From an optimization exercise on the open Yosys and OpenROAD flow, aimed at small area; shortcuts taken in it are not production practice. At most, simulation tests tie the RTL to the original design; equivalence was not proved. The clock input has no modelled driver; a real chip could not lean on it and would need a root buffer or a full tree. No activity file was given, so power comes from the tool's default toggle rates.

==> inputs of indigo <==
// dragonbridge_top
module dragonbridge_top(
		input wire clk,
		input wire rst_n,
		output wire[2:0] led,
		input wire rxd,
		output wire txd,
		output wire cs_n,
		output wire sck,
		output wire mosi,
		input wire miso,
		input wire i2c_sda_i,
		output wire i2c_sda_o,
		output wire i2c_scl_o
	);
clock: 10.0 ns
lec_check: 0
cap_margin: 20
core_margin: 2
core_utilization: 60
place_density: 0.75
slew_margin: 20
standard.sh (not shown) runs the stock make flow with config.mk's settings and CLKGATE_MAP_FILE= SYNTH_SCRIPT=/design/flow/synth_recipe.tcl, a recipe that flattens the netlist after the stock synthesis.
==> flow/flow/run.sh <==
#!/bin/bash
set -o pipefail
CTS="-sink_clustering_enable -repair_clock_nets -dont_use_dummy_load -buf_list sky130_fd_sc_hd__clkbuf_8 -sink_clustering_size 40 -sink_clustering_max_diameter 400"
bash standard.sh "BUFFER_PORTS_ARGS=-buffer_cell sky130_fd_sc_hd__buf_1" "CTS_ARGS=$CTS" finish > flow_make.log 2>&1
==> nickel (differences from indigo) <==
--- a/flow/design.v
+++ b/flow/design.v
@@ -227,41 +227,36 @@
 				else if(~cpha & C[0])
 					mosi_r <= D[6];
 			end
 		end
 	end
 	always @(posedge clk or posedge rst)
 	begin
 		if(rst)
-			cs_r <= 1'b0;
-		else if(rdy & (st == A_CS))
-			cs_r <= rb[0];
-	end
-	always @(posedge clk)
-	begin
-		if(rst)
 		begin
 			udiv <= 9'd433;
 			sdiv <= 8'h00;
 			cpol <= 1'b0;
 			cpha <= 1'b0;
+			cs_r <= 1'b0;
 			idiv <= 16'h0000;
 			hack <= 1'b0;
 		end
 		else if(rdy)
 		begin
 			case(st)
 				A_BAUDL: udiv <= {bhi, rb};
 				A_SPISPD: sdiv <= rb;
 				A_SPIMODE:
 				begin
 					cpha <= rb[0];
 					cpol <= rb[1];
 				end
+				A_CS: cs_r <= rb[0];
 				A_I2CH: idiv[15:8] <= rb;
 				A_I2CL: idiv[7:0] <= rb;
 				A_HACK: hack <= rb[0];
 				default: ;
 			endcase
 		end
 	end
 endmodule
==> flow/run.sh (new file) <==
#!/bin/bash
# synth_recipe.tcl (not shown) runs the flow's synth.tcl, then flattens the netlist and writes it again
# the make line also repeats each setting of config.mk as NAME=value (left out here)
make -C /OpenROAD-flow-scripts/flow DESIGN_CONFIG=/design/flow/config.mk WORK_HOME=/design/flow/orfs CLKGATE_MAP_FILE= SYNTH_SCRIPT=/design/flow/synth_recipe.tcl finish
- CORE_UTILIZATION: 60 -> 40
- PLACE_DENSITY: 0.75 -> 0.6
removed: flow/flow/run.sh
removed: flow/standard.sh
==> comparison <==
- Synthesized cell count: nickel is lower than indigo (8.8%).
- In nickel the count of clock-buffer cells in the layout is higher than in indigo, by 1.
- Routed wire length: nickel is lower than indigo (1.2%).
- Against nickel, the clock power of indigo is smaller by 42%.
- In nickel the global-route usage is lower than in indigo, by 8.6 points.
- Against indigo, the synthesized area of nickel is lower by about 1.7%.
- Power: indigo is smaller than nickel (about 18%).
- In sequential cell count, indigo and nickel do not differ.
- nickel finished with timing, DRC and antenna clean. indigo produced a clean layout.
- Of indigo and nickel, indigo has the higher clock skew (gap 28 ps).
- Of nickel and indigo, nickel has the higher sequential share of layout area (gap 1.3 points).
Function not checked in indigo: the RTL went through the layout flow alone.

* * *

==> inputs of run Z <==
==> flow/design.v <==
`timescale 1ns / 1ps
module dragonbridge_top(
		input wire clk,
		input wire rst_n,
		output wire[2:0] led,
		input wire rxd,
		output wire txd,
		output wire cs_n,
		output wire sck,
		output wire mosi,
		input wire miso,
		input wire i2c_sda_i,
		output wire i2c_sda_o,
		output wire i2c_scl_o
	);
	reg rst_s;
	reg rst;
	always @(posedge clk)
	begin
		rst_s <= ~rst_n;
		rst <= rst_s;
	end
	localparam[4:0] S_IDLE    = 5'h00;
	localparam[4:0] A_TEST    = 5'h01;
	localparam[4:0] A_BAUDH   = 5'h02;
	localparam[4:0] A_SPISPD  = 5'h03;
	localparam[4:0] A_SPIMODE = 5'h04;
	localparam[4:0] A_CS      = 5'h05;
	localparam[4:0] A_SPIGET  = 5'h06;
	localparam[4:0] A_I2CH    = 5'h07;
	localparam[4:0] I_DLY2S   = 5'h08;	 
	localparam[4:0] I_DLY2P   = 5'h09;
	localparam[4:0] A_WRGET   = 5'h0A;
	localparam[4:0] I_DLY2R   = 5'h0B;
	localparam[4:0] A_HACK    = 5'h0C;
	localparam[4:0] S_DLY     = 5'h0D;	 
	localparam[4:0] A_BAUDL   = 5'h10;
	localparam[4:0] A_I2CL    = 5'h11;
	localparam[4:0] S_SRQ     = 5'h12;	 
	localparam[4:0] S_SGT     = 5'h13;	 
	localparam[4:0] S_TXST    = 5'h14;	 
	localparam[4:0] S_TXW     = 5'h15;	 
	localparam[4:0] S_RDY     = 5'h16;	 
	localparam[4:0] I_DLY1    = 5'h17;
	localparam[4:0] I_FLAG    = 5'h18;	 
	localparam[4:0] I_CLK     = 5'h19;	 
	localparam[4:0] I_ACTW    = 5'h1A;	 
	localparam[4:0] I_ACTR    = 5'h1B;	 
	reg[4:0] st;
	reg[8:0] udiv;	 
	reg[7:0] sdiv;
	reg cpol;
	reg cpha;
	reg cs_r;
	reg[15:0] idiv;
	reg hack;
	reg rx_s;
	reg rx_act;
	reg[8:0] rx_tmr;
	reg[9:0] rx_fr;
	wire rx_time = (rx_tmr == udiv);
	wire rdy = ~rx_fr[0] & ~rx_act;
	wire[7:0] rb = rx_fr[8:1];
	always @(posedge clk)
	begin
		rx_s <= rxd;
		if(rst)
			rx_act <= 1'b0;
		else if(~rx_fr[0] & rx_act)
			rx_act <= 1'b0;
		else if(~rx_s)
			rx_act <= 1'b1;
		if(~rx_act)
			rx_tmr <= {1'b0, udiv[8:1]};
		else if(rx_time)
			rx_tmr <= 9'd0;
		else
			rx_tmr <= rx_tmr + 9'd1;
		if(rst | ~rx_act)
			rx_fr <= 10'h3FF;
		else if(rx_time)
			rx_fr <= {rx_s, rx_fr[9:1]};
	end
	reg[7:0] D;	 
	reg[8:0] T;	 
	reg[3:0] C;	 
	wire[1:0] op = C[1:0];
	wire i_act = (st == I_ACTW) | (st == I_ACTR);
	reg txd_r;
	reg ack;
	reg sck_r;
	reg mosi_r;
	reg scl_r;
	reg sda_r;
	reg[15:0] cnt;
	wire p1 = (cnt == 16'd0);
	wire p2 = (cnt == {1'b0, idiv[15:1]});
	wire clk_act = (st == I_CLK) | i_act;
	wire tz = (T == 9'd0);
	wire pulse = tz;
	wire t_udiv = tz;
	wire c15 = (C == 4'hF);
	wire spi_last = (st == S_SGT) & pulse & c15;
	wire i_p1h = p1 & scl_r;
	wire i_p1l = p1 & ~scl_r;
	assign led = {cs_n, txd, rxd};
	assign txd = txd_r;
	assign cs_n = cs_r;
	assign sck = sck_r;
	assign mosi = mosi_r;
	assign i2c_sda_o = sda_r;
	assign i2c_scl_o = scl_r;
	always @(posedge clk)
	begin
		if(rst)
			cnt <= 16'd0;
		else if(cnt == idiv)
			cnt <= 16'd0;
		else
			cnt <= cnt + 16'd1;
		if(rst)
			scl_r <= 1'b1;
		else if(clk_act & p2)
			scl_r <= ~scl_r;
		if(rst)
			sda_r <= 1'b1;
		else if(((st == I_FLAG) | (st == I_CLK)) & ~op[1] & i_p1l)
			sda_r <= ~op[0];
		else if((st == I_CLK) & i_p1h)
			sda_r <= op[0];
		else if(i_act & i_p1l)	 
			sda_r <= (C == 4'd14) ? ((st == I_ACTW) | ~hack) : D[7];
		if(i_act & i_p1h & c15)
			ack <= i2c_sda_i;
		if((st == S_SRQ) | (st == S_TXST) | tz)
			T <= ((st == S_SRQ) | (st == S_SGT)) ? {1'b0, sdiv} : udiv;
		else
			T <= T - 9'd1;
		if(st == S_IDLE)
			C <= {2'b00, rb[1:0]};
		else if((st == S_SRQ) | (st == S_TXST))
			C <= 4'd0;
		else if((st == S_SGT) | (st == S_TXW))
		begin
			if(tz)
				C <= C + 4'd1;
		end
		else if((st == I_FLAG) & op[1] & i_p1h)
			C <= 4'd6;
		else if(i_act & i_p1l)
			C <= C + 4'd1;
		case(st)
			S_IDLE: if(rdy)
			begin
				if(rb[1])	 
					D <= 8'hFF;
				else
					D <= {7'h00, ~ack};
			end
			A_TEST, A_SPIGET, A_WRGET, A_BAUDH: if(rdy) D <= rb;
			S_SGT: if(pulse & C[0]) D <= {D[6:0], miso};
			I_ACTW, I_ACTR: if(i_p1h & ~c15 & (C != 4'd6)) D <= {D[6:0], i2c_sda_i};
			S_TXW: if(t_udiv) D <= {1'b0, D[7:1]};
			default: ;
		endcase
		if(rst)
			txd_r <= 1'b1;
		else if(st == S_TXST)
			txd_r <= 1'b0;
		else if((st == S_TXW) & t_udiv)
			txd_r <= D[0] | C[3];	 
		if(rst)
			st <= S_IDLE;
		else case(st)
			S_IDLE: if(rdy)
			begin
				st <= ((rb[7:4] == 4'h0) && (rb[3:1] != 3'b111)) ? {1'b0, rb[3:0]} : S_IDLE;
			end
			A_TEST: if(rdy) st <= S_TXST;
			A_BAUDH: if(rdy) st <= A_BAUDL;
			A_SPISPD, A_SPIMODE, A_CS, A_HACK, A_BAUDL, A_I2CL: if(rdy) st <= S_IDLE;
			A_SPIGET: if(rdy) st <= S_SRQ;
			A_I2CH: if(rdy) st <= A_I2CL;
			A_WRGET: if(rdy) st <= I_DLY1;
			I_DLY2S, I_DLY2P, I_DLY2R: st <= I_DLY1;
			S_DLY: st <= S_TXST;
			S_SRQ: st <= S_SGT;
			S_SGT: if(spi_last) st <= S_DLY;
			S_TXST: st <= S_TXW;
			S_TXW: if(t_udiv & C[3] & C[0]) st <= S_RDY;
			S_RDY: st <= S_IDLE;
			I_DLY1: st <= I_FLAG;
			I_FLAG: if(i_p1h) st <= op[1] ? (op[0] ? I_ACTR : I_ACTW) : I_CLK;
			I_CLK: if(i_p1h) st <= S_RDY;
			I_ACTW: if(i_p1h & c15) st <= S_RDY;
			I_ACTR: if(i_p1h & c15) st <= S_DLY;
			default: st <= S_IDLE;
		endcase
	end
	always @(posedge clk or posedge rst)
	begin
		if(rst)
		begin
			sck_r <= 1'b0;
			mosi_r <= 1'b0;
		end
		else
		begin
			if(st != S_SGT)
				sck_r <= cpol;
			else if(pulse)	 
				sck_r <= ~sck_r;
			if((st == S_SRQ) & ~cpha)
				mosi_r <= D[7];
			else if((st == S_SGT) & pulse & ~c15)
			begin
				if(cpha & ~C[0])
					mosi_r <= D[7];
				else if(~cpha & C[0])
					mosi_r <= D[6];
			end
		end
	end
	always @(posedge clk or posedge rst)
	begin
		if(rst)
			cs_r <= 1'b0;
		else if(rdy & (st == A_CS))
			cs_r <= rb[0];
	end
	always @(posedge clk)
	begin
		if(rst)
		begin
			udiv <= 9'd433;
			sdiv <= 8'h00;
			cpol <= 1'b0;
			cpha <= 1'b0;
			idiv <= 16'h0000;
			hack <= 1'b0;
		end
		else if(rdy)
		begin
			case(st)
				A_BAUDL: udiv <= {D[0], rb};
				A_SPISPD: sdiv <= rb;
				A_SPIMODE:
				begin
					cpha <= rb[0];
					cpol <= rb[1];
				end
				A_I2CH: idiv[15:8] <= rb;
				A_I2CL: idiv[7:0] <= rb;
				A_HACK: hack <= rb[0];
				default: ;
			endcase
		end
	end
endmodule
==> flow/flow/run.sh <==
#!/bin/bash
# Own layout flow. It runs the standard flow (standard.sh) with three changes:
#  - synthesis: synth_recipe.tcl unchanged, except that Yosys's final ABC technology
#    mapping (after the registers are mapped, so the registers are the standard
#    synthesis's) is run with each of the area-oriented scripts flow/abc_*.script,
#    and the smallest result is kept;
#  - port buffers: every input and output port still gets a buffer, but a buf_1;
#  - clock tree: built by flow/my_cts.tcl (the PRE_CTS_TCL hook) instead of TritonCTS:
#    the clock port drives four buf_12 cells, each driving a quarter of the flip-flops.
# Each tool's full log stays in orfs/logs/...; make's own output goes to flow_make.log.
set -o pipefail
HERE=$(pwd)
export MY_ABC_SCRIPTS="$(ls $HERE/flow/abc_*.script | tr '\n' ' ')"
cat > $HERE/my_synth.tcl <<'EOT'
proc abc {args} {
  set i [lsearch $args -script]
  if {$i < 0} { yosys abc {*}$args; return }
  set libargs ""
  foreach lib $::env(LIB_FILES) { append libargs "-liberty $lib " }
  yosys design -save pre_abc
  set besta 1e18
  set bestsc ""
  foreach sc $::env(MY_ABC_SCRIPTS) {
    yosys design -load pre_abc
    set a $args
    lset a [expr {$i+1}] $sc
    yosys abc {*}$a
    set txt [yosys tee -q -s result.string stat {*}$libargs]
    if {[regexp {Chip area for module[^:]*:\s*([0-9.]+)} $txt -> area]} {
      puts "MYABC $sc area $area"
      if {$area < $besta} { set besta $area; set bestsc $sc; yosys design -save best_abc }
    }
  }
  puts "MYABC best $bestsc $besta"
  yosys design -load best_abc
}
EOT
cat $HERE/synth_recipe.tcl >> $HERE/my_synth.tcl
export MY_CLK_BUF=sky130_fd_sc_hd__buf_12 MY_CLK_NX=2 MY_CLK_NY=2
bash standard.sh "SYNTH_SCRIPT=$HERE/my_synth.tcl" "PRE_CTS_TCL=$HERE/flow/my_cts.tcl" "BUFFER_PORTS_ARGS=-buffer_cell sky130_fd_sc_hd__buf_1" finish > $HERE/flow_make.log 2>&1
==> flow/flow/abc_0.script <==
strash
ifraig
dc2
strash
dch -f
map -a
mfs2
strash
dc2
dch -f
map -a
mfs2
strash
dch -f
&get -n
&nf -R 1000 -p -a -F 8 -A 4
&put
topo
==> flow/flow/abc_1.script <==
strash
&get -n
&deepsyn -T 40 -S 1
&put
dch -f
map -a
mfs2
strash
dc2
dch -f
map -a
mfs2
strash
dch -f
&get -n
&nf -R 1000 -p -a -F 8 -A 4
&put
topo
==> flow/flow/abc_2.script <==
strash
&get -n
&deepsyn -T 40 -S 2
&put
dch -f
map -a
mfs2
strash
dc2
dch -f
map -a
mfs2
strash
dch -f
&get -n
&nf -R 1000 -p -a -F 8 -A 4
&put
topo
==> flow/flow/abc_3.script <==
strash
&get -n
&deepsyn -T 40 -S 3
&put
dch -f
map -a
mfs2
strash
dc2
dch -f
map -a
mfs2
strash
dch -f
&get -n
&nf -R 1000 -p -a -F 8 -A 4
&put
topo
==> flow/flow/abc_4.script <==
strash
&get -n
&deepsyn -T 40 -S 4
&put
dch -f
map -a
mfs2
strash
dc2
dch -f
map -a
mfs2
strash
dch -f
&get -n
&nf -R 1000 -p -a -F 8 -A 4
&put
topo
==> flow/flow/abc_5.script <==
strash
&get -n
&deepsyn -T 40 -S 5
&put
dch -f
map -a
mfs2
strash
dc2
dch -f
map -a
mfs2
strash
dch -f
&get -n
&nf -R 1000 -p -a -F 8 -A 4
&put
topo
==> flow/flow/abc_6.script <==
strash
&get -n
&deepsyn -T 40 -S 6
&put
dch -f
map -a
mfs2
strash
dc2
dch -f
map -a
mfs2
strash
dch -f
&get -n
&nf -R 1000 -p -a -F 8 -A 4
&put
topo
==> flow/flow/abc_7.script <==
strash
&get -n
&deepsyn -T 40 -S 7
&put
dch -f
map -a
mfs2
strash
dc2
dch -f
map -a
mfs2
strash
dch -f
&get -n
&nf -R 1000 -p -a -F 8 -A 4
&put
topo
==> flow/flow/abc_8.script <==
strash
&get -n
&deepsyn -T 40 -S 8
&put
dch -f
map -a
mfs2
strash
dc2
dch -f
map -a
mfs2
strash
dch -f
&get -n
&nf -R 1000 -p -a -F 8 -A 4
&put
topo
==> flow/flow/my_cts.tcl <==
# PRE_CTS_TCL hook: a hand-built clock tree replaces TritonCTS. The clock port
# drives MY_CLK_NBUF buffers (MY_CLK_BUF cells); each drives the flip-flops of one
# region of the placement (the regions split the flip-flops evenly).
rename clock_tree_synthesis orig_clock_tree_synthesis
proc my_split {items axis n} {
  # split a list of {iterm x y} into n groups of nearly equal size along axis (1=x, 2=y)
  set s [lsort -integer -index $axis $items]
  set len [llength $s]
  set out {}
  for {set i 0} {$i < $n} {incr i} {
    set a [expr {($len * $i) / $n}]
    set b [expr {($len * ($i + 1)) / $n - 1}]
    lappend out [lrange $s $a $b]
  }
  return $out
}
proc clock_tree_synthesis {args} {
  puts "my_cts: hand-built clock tree instead of clock_tree_synthesis $args"
  set db [ord::get_db]
  set block [ord::get_db_block]
  set clknet [[lindex [$block getBTerms] [lsearch -exact [lmap b [$block getBTerms] {$b getName}] clk]] getNet]
  set sinks {}
  foreach it [$clknet getITerms] {
    set loc [[$it getInst] getLocation]
    lappend sinks [list $it [lindex $loc 0] [lindex $loc 1]]
  }
  puts "my_cts: [llength $sinks] sinks"
  set nx $::env(MY_CLK_NX)
  set ny $::env(MY_CLK_NY)
  set clusters {}
  foreach col [my_split $sinks 1 $nx] {
    foreach cl [my_split $col 2 $ny] { lappend clusters $cl }
  }
  set master [$db findMaster $::env(MY_CLK_BUF)]
  set k 0
  foreach cl $clusters {
    set sx 0; set sy 0
    foreach s $cl { incr sx [lindex $s 1]; incr sy [lindex $s 2] }
    set cx [expr {$sx / [llength $cl]}]
    set cy [expr {$sy / [llength $cl]}]
    set inst [odb::dbInst_create $block $master "clkbuf_hand_$k"]
    set net [odb::dbNet_create $block "clknet_hand_$k"]
    $net setSigType CLOCK
    [$inst findITerm A] connect $clknet
    [$inst findITerm X] connect $net
    foreach s $cl { set it [lindex $s 0]; $it disconnect; $it connect $net }
    $inst setLocation $cx $cy
    $inst setPlacementStatus PLACED
    puts "my_cts: buffer $k at $cx $cy drives [llength $cl] sinks"
    incr k
  }
  $clknet setSigType CLOCK
  set_propagated_clock [all_clocks]
}
==> flow/standard.sh <==
#!/bin/bash
# synth_recipe.tcl (not shown) runs the flow's synth.tcl, then flattens the netlist and writes it again
# the make line also repeats each setting of config.mk as NAME=value (left out here)
make -C /OpenROAD-flow-scripts/flow DESIGN_CONFIG=/design/flow/config.mk WORK_HOME=/design/flow/orfs CLKGATE_MAP_FILE= SYNTH_SCRIPT=/design/flow/synth_recipe.tcl "${@:-finish}"
==> flow/config.mk <==
export PLATFORM = sky130hd
export DESIGN_NAME = dragonbridge_top
export DESIGN_NICKNAME = dragonbridge_top
export VERILOG_FILES = /design/flow/design.v
export SDC_FILE = /design/flow/constraint.sdc
export NUM_CORES = 4
export LEC_CHECK = 0
export CAP_MARGIN = 20
export CORE_MARGIN = 2
export CORE_UTILIZATION = 60
export PLACE_DENSITY = 0.75
export SLEW_MARGIN = 20
==> flow/constraint.sdc <==
create_clock -name core_clock -period 10.0 [get_ports {clk}]
set_input_delay 2.0000 -clock core_clock [delete_from_list [all_inputs] [get_ports {clk}]]
set_output_delay 2.0000 -clock core_clock [all_outputs]
set_load 0.01 [all_outputs]
==> inputs of run G, as changes to run Z <==
==> flow/design.v, changed modules only <==
module dragonbridge_top(
		input wire clk,
		input wire rst_n,
		output wire[2:0] led,
		input wire rxd,
		output wire txd,
		output wire cs_n,
		output wire sck,
		output wire mosi,
		input wire miso,
		input wire i2c_sda_i,
		output wire i2c_sda_o,
		output wire i2c_scl_o
	);
	reg rst_s;
	reg rst;
	always @(posedge clk)
	begin
		rst_s <= ~rst_n;
		rst <= rst_s;
	end
	localparam[4:0] S_IDLE    = 5'h00;
	localparam[4:0] A_TEST    = 5'h01;
	localparam[4:0] A_BAUDH   = 5'h02;
	localparam[4:0] A_SPISPD  = 5'h03;
	localparam[4:0] A_SPIMODE = 5'h04;
	localparam[4:0] A_CS      = 5'h05;
	localparam[4:0] A_SPIGET  = 5'h06;
	localparam[4:0] A_I2CH    = 5'h07;
	localparam[4:0] I_DLY2S   = 5'h08;	 
	localparam[4:0] I_DLY2P   = 5'h09;
	localparam[4:0] A_WRGET   = 5'h0A;
	localparam[4:0] I_DLY2R   = 5'h0B;
	localparam[4:0] A_HACK    = 5'h0C;
	localparam[4:0] S_DLY     = 5'h0D;	 
	localparam[4:0] A_BAUDL   = 5'h10;
	localparam[4:0] A_I2CL    = 5'h11;
	localparam[4:0] S_SRQ     = 5'h12;	 
	localparam[4:0] S_SGT     = 5'h13;	 
	localparam[4:0] S_TXST    = 5'h14;	 
	localparam[4:0] S_TXW     = 5'h15;	 
	localparam[4:0] S_RDY     = 5'h16;	 
	localparam[4:0] I_DLY1    = 5'h17;
	localparam[4:0] I_FLAG    = 5'h18;	 
	localparam[4:0] I_CLK     = 5'h19;	 
	localparam[4:0] I_ACTW    = 5'h1A;	 
	localparam[4:0] I_ACTR    = 5'h1B;	 
	localparam[4:0] S_MODE2   = 5'h1C;	 
	reg[4:0] st;
	reg[8:0] udiv;	 
	reg[7:0] sdiv;
	reg cpol;	 
	reg cpha;
	reg cs_r;
	reg[15:0] idiv;
	reg hack;
	reg rx_s;
	reg rx_act;
	reg[8:0] rx_tmr;
	reg[9:0] rx_fr;
	wire rx_time = (rx_tmr == udiv);
	wire rdy = ~rx_fr[0] & ~rx_act;
	wire[7:0] rb = rx_fr[8:1];
	always @(posedge clk)
	begin
		rx_s <= rxd;
		if(rst)
			rx_act <= 1'b0;
		else if(~rx_fr[0] & rx_act)
			rx_act <= 1'b0;
		else if(~rx_s)
			rx_act <= 1'b1;
		if(~rx_act)
			rx_tmr <= {1'b0, udiv[8:1]};
		else if(rx_time)
			rx_tmr <= 9'd0;
		else
			rx_tmr <= rx_tmr + 9'd1;
		if(rst | ~rx_act)
			rx_fr <= 10'h3FF;
		else if(rx_time)
			rx_fr <= {rx_s, rx_fr[9:1]};
	end
	reg[7:0] D;	 
	reg[8:0] T;	 
	reg[3:0] C;	 
	wire[1:0] op = C[1:0];
	wire i_act = (st == I_ACTW) | (st == I_ACTR);
	reg ack;
	reg mosi_r;
	reg scl_r;
	reg sda_r;
	reg[15:0] cnt;
	wire p1 = (cnt == 16'd0);
	wire p2 = (cnt == {1'b0, idiv[15:1]});
	wire clk_act = (st == I_CLK) | i_act;
	wire tz = (T == 9'd0);
	wire pulse = tz;
	wire t_udiv = tz;
	wire c15 = (C == 4'hF);
	wire spi_last = (st == S_SGT) & pulse & c15;
	wire i_p1h = p1 & scl_r;
	wire i_p1l = p1 & ~scl_r;
	assign led = {cs_n, txd, rxd};
	assign txd = (st != S_TXW) | (C[3] & ~C[0]) | (D[0] & ~C[3]);
	assign cs_n = cs_r;
	assign sck = ~rst & (cpol ^ ((st == S_SGT) & C[0]));
	assign mosi = mosi_r;
	assign i2c_sda_o = sda_r;
	assign i2c_scl_o = scl_r;
	always @(posedge clk)
	begin
		if(rst)
			cnt <= 16'd0;
		else if(cnt == idiv)
			cnt <= 16'd0;
		else
			cnt <= cnt + 16'd1;
		if(rst)
			scl_r <= 1'b1;
		else if(clk_act & p2)
			scl_r <= ~scl_r;
		if(rst)
			sda_r <= 1'b1;
		else if(((st == I_FLAG) | (st == I_CLK)) & ~op[1] & i_p1l)
			sda_r <= ~op[0];
		else if((st == I_CLK) & i_p1h)
			sda_r <= op[0];
		else if(i_act & i_p1l)	 
			sda_r <= (C == 4'd14) ? ((st == I_ACTW) | ~hack) : D[7];
		if(i_act & i_p1h & c15)
			ack <= i2c_sda_i;
		if((st == S_SRQ) | (st == S_TXST) | tz)
			T <= ((st == S_SRQ) | (st == S_SGT)) ? {1'b0, sdiv} : udiv;
		else
			T <= T - 9'd1;
		if(st == S_IDLE)
			C <= {2'b00, rb[1:0]};
		else if(st == S_SRQ)
			C <= 4'd0;
		else if(st == S_TXST)
			C <= 4'hF;
		else if((st == S_SGT) | (st == S_TXW))
		begin
			if(tz)
				C <= C + 4'd1;
		end
		else if((st == I_FLAG) & op[1] & i_p1h)
			C <= 4'd6;
		else if(i_act & i_p1l)
			C <= C + 4'd1;
		case(st)
			S_IDLE: if(rdy)
			begin
				if(rb[1])	 
					D <= 8'hFF;
				else
					D <= {7'h00, ~ack};
			end
			A_TEST, A_SPIGET, A_WRGET, A_BAUDH, A_SPIMODE: if(rdy) D <= rb;
			S_SGT: if(pulse & C[0]) D <= {D[6:0], miso};
			I_ACTW, I_ACTR: if(i_p1h & ~c15 & (C != 4'd6)) D <= {D[6:0], i2c_sda_i};
			S_TXW: if(t_udiv & ~C[3]) D <= {1'b0, D[7:1]};
			default: ;
		endcase
		if(rst)
			st <= S_IDLE;
		else case(st)
			S_IDLE: if(rdy)
			begin
				st <= ((rb[7:4] == 4'h0) && (rb[3:1] != 3'b111)) ? {1'b0, rb[3:0]} : S_IDLE;
			end
			A_TEST: if(rdy) st <= S_TXST;
			A_BAUDH: if(rdy) st <= A_BAUDL;
			A_SPISPD, A_CS, A_HACK, A_BAUDL, A_I2CL: if(rdy) st <= S_IDLE;
			A_SPIMODE: if(rdy) st <= S_MODE2;
			S_MODE2: st <= S_IDLE;	 
			A_SPIGET: if(rdy) st <= S_SRQ;
			A_I2CH: if(rdy) st <= A_I2CL;
			A_WRGET: if(rdy) st <= I_DLY1;
			I_DLY2S, I_DLY2P, I_DLY2R: st <= I_DLY1;
			S_DLY: st <= S_TXST;
			S_SRQ: st <= S_SGT;
			S_SGT: if(spi_last) st <= S_DLY;
			S_TXST: st <= S_TXW;
			S_TXW: if(t_udiv & C[3] & ~C[0]) st <= S_RDY;
			S_RDY: st <= S_IDLE;
			I_DLY1: st <= I_FLAG;
			I_FLAG: if(i_p1h) st <= op[1] ? (op[0] ? I_ACTR : I_ACTW) : I_CLK;
			I_CLK: if(i_p1h) st <= S_RDY;
			I_ACTW: if(i_p1h & c15) st <= S_RDY;
			I_ACTR: if(i_p1h & c15) st <= S_DLY;
			default: st <= S_IDLE;
		endcase
	end
	always @(posedge clk or posedge rst)
	begin
		if(rst)
		begin
			mosi_r <= 1'b0;
		end
		else
		begin
			if((st == S_SRQ) & ~cpha)
				mosi_r <= D[7];
			else if((st == S_SGT) & pulse & ~c15)
			begin
				if(cpha & ~C[0])
					mosi_r <= D[7];
				else if(~cpha & C[0])
					mosi_r <= D[6];
			end
		end
	end
	always @(posedge clk or posedge rst)
	begin
		if(rst)
			cs_r <= 1'b0;
		else if(rdy & (st == A_CS))
			cs_r <= rb[0];
	end
	always @(posedge clk)
	begin
		if(rst)
			cpol <= 1'b0;
		else if(st == S_MODE2)
			cpol <= D[1];
		if(rst)
		begin
			udiv <= 9'd433;
			sdiv <= 8'h00;
			cpha <= 1'b0;
			idiv <= 16'h0000;
			hack <= 1'b0;
		end
		else if(rdy)
		begin
			case(st)
				A_BAUDL: udiv <= {D[0], rb};
				A_SPISPD: sdiv <= rb;
				A_SPIMODE: cpha <= rb[0];
				A_I2CH: idiv[15:8] <= rb;
				A_I2CL: idiv[7:0] <= rb;
				A_HACK: hack <= rb[0];
				default: ;
			endcase
		end
	end
endmodule
Settings changed: CORE_UTILIZATION 60 to 70, PLACE_DENSITY 0.75 to 0.85.
removed: flow/flow/abc_0.script
removed: flow/flow/abc_2.script
removed: flow/flow/abc_3.script
removed: flow/flow/abc_4.script
removed: flow/flow/abc_5.script
removed: flow/flow/abc_6.script
removed: flow/flow/abc_7.script
removed: flow/flow/abc_8.script
==> run notes <==
Cell count: run Z is larger than run G (5.7%).
Of run G and run Z, run G has the higher utilization (gap 9.6 points).
Clock power is about the same in run Z and run G.
Of run G and run Z, run Z has the higher die area (gap about 14%, measured against run Z).
In run G the first-iteration DRC count is larger than in run Z, by 57%.
==> figures <==
| metric | run G | run Z |
|---|---|---|
| Remaining max-slew budget at the tightest pin | 0.3779 | 0.3856 |
| Final standard cell count with taps included and fillers excluded | 627 | 663 |
| Tapcells inserted | 80 | 102 |
| Total power | 0.6225 mW | 0.6395 mW |
| Flip-flop and latch area | 2242 um^2 | 2287 um^2 |
| Final net count | 560 | 574 |
| Syn Nets | 540 | 557 |
| Cell Area, Placed | 5027 um^2 | 5070 um^2 |
| Depth of the worst register-to-register path | 9 | 13 |
| Result of the run | timing/DRC/antenna clean | timing/DRC/antenna clean |
| Power density over the cells | 121.9 nW/um^2 | 124.2 nW/um^2 |
| Met2 routed wirelength | 6186 um | 5792 um |
No run of this note takes its clock network from TritonCTS; it comes from the design's own scripts or RTL.

==> separate check: timing with driven ports <==
Ports are ideal in the flow. The routed layouts listed here were re-timed in OpenROAD. Step 1 (the two cells are an assumption about what drives the block):
set clk [get_ports {clk}]
set_driving_cell -lib_cell sky130_fd_sc_hd__clkbuf_16 $clk
set_driving_cell -lib_cell sky130_fd_sc_hd__buf_2 [delete_from_list [all_inputs] $clk]
Step 2 adds t to the input delays and takes it off the output delays; t is the mean of the earliest and latest rising clock arrival at the registers after step 1. Input paths then give back, and output paths get back, about the clock's delay inside the block. Slacks: ideal ports / drivers / drivers and shift; pairs: ideal ports / drivers.
| run | shift t [ns] | setup WS [ns] | worst setup path after step 2 | worst register clock-pin slew, ns | cell pins on the clock port's net |
|---|---|---|---|---|---|
| indigo | 0.400 | 5.773 / 5.748 / 5.748 | input to output | 0.11 / 0.11 | 1 |
| nickel | 0.395 | 4.995 / 4.974 / 4.974 | input to output | 0.08 / 0.08 | 1 |
| run Z | 0.224 | 5.762 / 5.740 / 5.740 | input to output | 0.11 / 0.11 | 4 |
| run G | 0.221 | 5.761 / 5.739 / 5.739 | input to output | 0.11 / 0.11 | 4 |
After both steps setup and hold are still met in every run listed. For indigo, which loses most, drivers alone change the setup slack by -0.025 ns; drivers and shift together by -0.025 ns.
